From an optimization exercise on the open Yosys and OpenROAD flow, aimed at small area; shortcuts taken in it are not production practice. Function was checked by simulation only, so behaviour that the tests miss may differ from the original. The flow treats the clock pin as an ideal source, which a real chip does not have. Power and IR drop assume default switching activity.

trial 6:
==> flow/design.v (excerpt) <==
module color_sharp_memory_display_driver (
    input clk_i,
    input reset_i,
    output logic vsync_o,
    output logic [15:0] addr_o,
    output logic read_valid_o,
    input [15:0] pixel_data_i,
    output logic intb_o,
    output logic bsp_o,
    output logic bck_o,
    output logic gsp_o,
    output logic gck_o,
    output logic gen_o,
    output logic vcom_o,
    output logic vb_o,
    output logic va_o,
    output logic [1:0] r_o,
    output logic [1:0] g_o,
    output logic [1:0] b_o
);
==> module color_sharp_memory_display_driver, before the edit <==
module color_sharp_memory_display_driver (
    input clk_i,
    input reset_i,
    output logic vsync_o,
    output logic [15:0] addr_o,
    output logic read_valid_o,
    input [15:0] pixel_data_i,
    output logic intb_o,
    output logic bsp_o,
    output logic bck_o,
    output logic gsp_o,
    output logic gck_o,
    output logic gen_o,
    output logic vcom_o,
    output logic vb_o,
    output logic va_o,
    output logic [1:0] r_o,
    output logic [1:0] g_o,
    output logic [1:0] b_o
);
    logic [2:0] c;
    logic [6:0] bn;
    logic [9:0] kn;
    wire [6:0] b = ~bn;
    wire [9:0] k = ~kn;
    logic srf, sup;
    logic [11:0] un;
    wire [11:0] u = ~un;
    logic hn;
    wire h = ~hn;
    logic [5:0] cap;
    wire c1 = (c == 3'd1);
    wire c7 = (c == 3'd7);
    wire b_last = (b == 7'd123);
    wire win = b_last && (c >= 3'd2);
    wire k_hi = k[9] && k[7];                        
    wire k644 = k[9] && (k[7:0] == 8'd132);          
    wire k646 = k[9] && (k[7:0] == 8'd134);          
    wire k647 = k[9] && k[8] && k[6];                
    wire k0 = (k == 10'd0);
    wire p61 = (b > 7'd61) || (b == 7'd61 && c != 3'd0);
    wire tick = (c == 3'd4) && (b[1:0] == 2'd0);
    wire [12:0] u_inc = {1'b0, u} + {12'd0, tick};
    always_ff @(posedge clk_i) begin
        c <= c + 3'd1;
        if (c7) begin
            bn <= ~(b_last ? 7'd0 : b + 7'd1);
            if (b_last) kn <= ~(k646 ? 10'd1023 : k + 10'd1);
        end
        if (c1 && b_last && k646 && !k[8]) srf <= 1'b0;
        if (c1) begin
            if (k[0] ^ b_last)
                cap <= {pixel_data_i[12], pixel_data_i[4], pixel_data_i[10],
                        pixel_data_i[2], pixel_data_i[8], pixel_data_i[0]};
            else
                cap <= {pixel_data_i[13], pixel_data_i[5], pixel_data_i[11],
                        pixel_data_i[3], pixel_data_i[9], pixel_data_i[1]};
            if (!k_hi && !srf) {r_o, g_o, b_o} <= cap;
        end
        if (b == 7'd25 && k644) intb_o <= 1'b0;
        if (b == 7'd30 && k646) intb_o <= 1'b1;
        if (srf) begin
            un <= ~12'd4064;
            hn <= 1'b0;
            sup <= 1'b1;
        end else begin
            un <= ~(u_inc[11:0] | (u_inc[12] ? 12'd971 : 12'd0));
            hn <= ~(h ^ u_inc[12]);
            if (u_inc[12]) sup <= 1'b0;
        end
        if (reset_i) begin
            c <= 3'd0;
            bn <= ~7'd121;
            kn <= ~10'd898;
            srf <= 1'b1;
            sup <= 1'b1;
            un <= ~12'd4064;
            hn <= 1'b0;
            {r_o, g_o, b_o} <= 6'd0;
            intb_o <= 1'b0;
        end
    end
    always_comb begin
        read_valid_o = (c == 3'd0) && !srf;
        addr_o = (srf || (sup && win && !k[0])) ? 16'd0 :
                 {k[7:0], 1'b0, b};
        bck_o = b[0] && !(k[9] && k[8] && k[2:0] == 3'b010 && !b[1]);
        gck_o = k[0] ^ win;
        gsp_o = (k646 && p61) || k647 || (k0 && !p61);
        bsp_o = (b_last && c >= 3'd3) || (b == 7'd0) || (b == 7'd1 && c <= 3'd2);
        vsync_o = (k[9:1] == 9'b100111111) && (k[0] ^ (b_last && c >= 3'd3));
        gen_o = !k0 && !(k_hi && k[2:0] != 3'd0) &&
                ((b == 7'd20 && c != 3'd0) || (b > 7'd20 && b < 7'd80) || (b == 7'd80 && c == 3'd0));
        va_o = !sup && !h;
        vcom_o = !sup && h;
        vb_o = !sup && h;
    end
endmodule
Settings: LEC_CHECK=0, CAP_MARGIN=20, CORE_MARGIN=2, CORE_UTILIZATION=40, PLACE_DENSITY=0.6, SLEW_MARGIN=20; clock period 10.0 ns.
standard.sh (not shown) runs the stock make flow with config.mk's settings and CLKGATE_MAP_FILE= SYNTH_SCRIPT=/design/flow/synth_recipe.tcl, a recipe that flattens the netlist after the stock synthesis.
==> flow/flow/run.sh <==
#!/bin/bash
# Own layout flow: the standard flow (standard.sh) with these changes.
#  1. Synthesis: the same ORFS synthesis script as the standard flow's (-nofsm -noshare,
#     flattened, $func$ nets renamed), but ORFS's adder cell mapping is
#     skipped and ABC maps the logic with an area-oriented script.  ABC does
#     not touch the flip-flops, so the registers (names and cell types) are
#     the standard synthesis's.
#  2. The port buffers are the smallest buffer cell (buf_1).
#  3. Clock tree synthesis adds no dummy load cells, and after it each clock
#     buffer is downsized (clk_resize.tcl) to the smallest clkbuf that keeps
#     the flip-flop clock-pin slew under 100 ps; then the standard flow goes
#     on from the resized clock tree.
# Every tool's full output goes to standard.log here and to the ORFS logs
# under orfs/logs.
set -euo pipefail
W=$PWD
cat > $W/area.abc <<'EOT'
strash
ifraig
scorr
dc2
strash
&get -n
&deepsyn -T 30
&put
dch -f
amap
strash
dch -f
amap
topo
EOT
cat > $W/own_synth.tcl <<EOT
set ::env(ADDER_MAP_FILE) ""
proc synth {args} { yosys synth -nofsm -noshare {*}\$args }
proc abc {args} {
  set i [lsearch -exact \$args -script]
  if { \$i >= 0 } { set args [lreplace \$args \$i [expr {\$i + 1}] -script $W/area.abc] }
  set i [lsearch -exact \$args -D]
  if { \$i >= 0 } { set args [lreplace \$args \$i [expr {\$i + 1}]] }
  puts "own abc: \$args"
  yosys abc {*}\$args
}
source \$::env(SCRIPTS_DIR)/synth.tcl
# left out here: clear keep_hierarchy, flatten, clean up
yosys rename -hide {w:*\$func\$*}
write_verilog -noattr -nohex -nodec \$::env(RESULTS_DIR)/1_2_yosys.v
EOT
bash standard.sh cts SYNTH_SCRIPT=$W/own_synth.tcl \
  "BUFFER_PORTS_ARGS=-buffer_cell sky130_fd_sc_hd__buf_1" \
  "CTS_ARGS=-sink_clustering_enable -repair_clock_nets -dont_use_dummy_load" > standard_cts.log 2>&1
RES=$W/orfs/results/sky130hd/color_sharp_memory_display_driver/base LIB=$FLOW_HOME/platforms/sky130hd/lib/sky130_fd_sc_hd__tt_025C_1v80.lib \
  openroad -no_init -exit $W/flow/clk_resize.tcl > clk_resize.log 2>&1
bash standard.sh finish SYNTH_SCRIPT=$W/own_synth.tcl \
  "BUFFER_PORTS_ARGS=-buffer_cell sky130_fd_sc_hd__buf_1" \
  "CTS_ARGS=-sink_clustering_enable -repair_clock_nets -dont_use_dummy_load" > standard.log 2>&1
Other scripts of this flow, unchanged in this note and not shown: flow/flow/clk_resize.tcl
Modified inputs, build 5 compared to trial 6
--- a/flow/design.v
+++ b/flow/design.v
@@ -45,19 +45,19 @@
         c <= c + 3'd1;
         if (c7) begin
             bn <= ~(b_last ? 7'd0 : b + 7'd1);
             if (b_last) kn <= ~(k646 ? 10'd1023 : k + 10'd1);
         end
         if (c1 && b_last && k646 && !k[8]) srf <= 1'b0;
+        if (k[0])
+            cap <= {pixel_data_i[12], pixel_data_i[4], pixel_data_i[10],
+                    pixel_data_i[2], pixel_data_i[8], pixel_data_i[0]};
+        else
+            cap <= {pixel_data_i[13], pixel_data_i[5], pixel_data_i[11],
+                    pixel_data_i[3], pixel_data_i[9], pixel_data_i[1]};
         if (c1) begin
-            if (k[0] ^ b_last)
-                cap <= {pixel_data_i[12], pixel_data_i[4], pixel_data_i[10],
-                        pixel_data_i[2], pixel_data_i[8], pixel_data_i[0]};
-            else
-                cap <= {pixel_data_i[13], pixel_data_i[5], pixel_data_i[11],
-                        pixel_data_i[3], pixel_data_i[9], pixel_data_i[1]};
             if (!k_hi && !srf) {r_o, g_o, b_o} <= cap;
         end
         if (b == 7'd25 && k644) intb_o <= 1'b0;
         if (b == 7'd30 && k646) intb_o <= 1'b1;
         if (srf) begin
             un <= ~12'd4064;
Findings:
- Higher global-route usage among trial 6 and build 5: trial 6
- Build 5 vs trial 6, met1 usage in global routing went up by 0.60 points.
- The die area in build 5 was lower than what trial 6 gave.
- Number of flops mapped to enable cells by yosys (higher): trial 6
- Compared with trial 6, in build 5 number of signal-net inverters in the final layout dropped 19%, number of DRC markers after the initial detailed-route iteration climbed 5.
- Build 5 vs. trial 6: sequential share of cell area went down by 0.96 points.
- Summary of build 5 over trial 6: signed area change from the synthesized netlist to the final layout now larger; fmax now larger; synthesized cell count now smaller.
- Build 5 vs. trial 6: maximum clock skew at final layout saw a decrease, portion of total power attributed to the clock network saw an increase.

==> what the ideal ports hide <==
The flow's constraints put no driver on any port. The routed layouts listed below were extracted and timed again, unchanged, in two steps. Step 1 assumes that a clkbuf_16 drives the clock port and a buf_2 every other input. Step 2, shift: input delay + t, output delay - t, t = (earliest + latest rising clock arrival at the registers) / 2. This alone moves slack from input paths to output paths. Slacks: ideal / step 1 / step 2; pairs: ideal / step 1.
| run | t (ns) | setup WS [ns] | hold slack, ns | clock arrival spread, ns | pins driven straight from the clock port |
|---|---|---|---|---|---|
| trial 6 | 0.400 | 4.962 / 4.936 / 5.336 | 0.456 / 0.456 / 0.456 | 0.020 / 0.020 | 1 |
| build 5 | 0.387 | 5.418 / 5.394 / 5.781 | 0.441 / 0.441 / 0.441 | 0.014 / 0.014 | 1 |
After both steps every run listed still meets setup and hold.
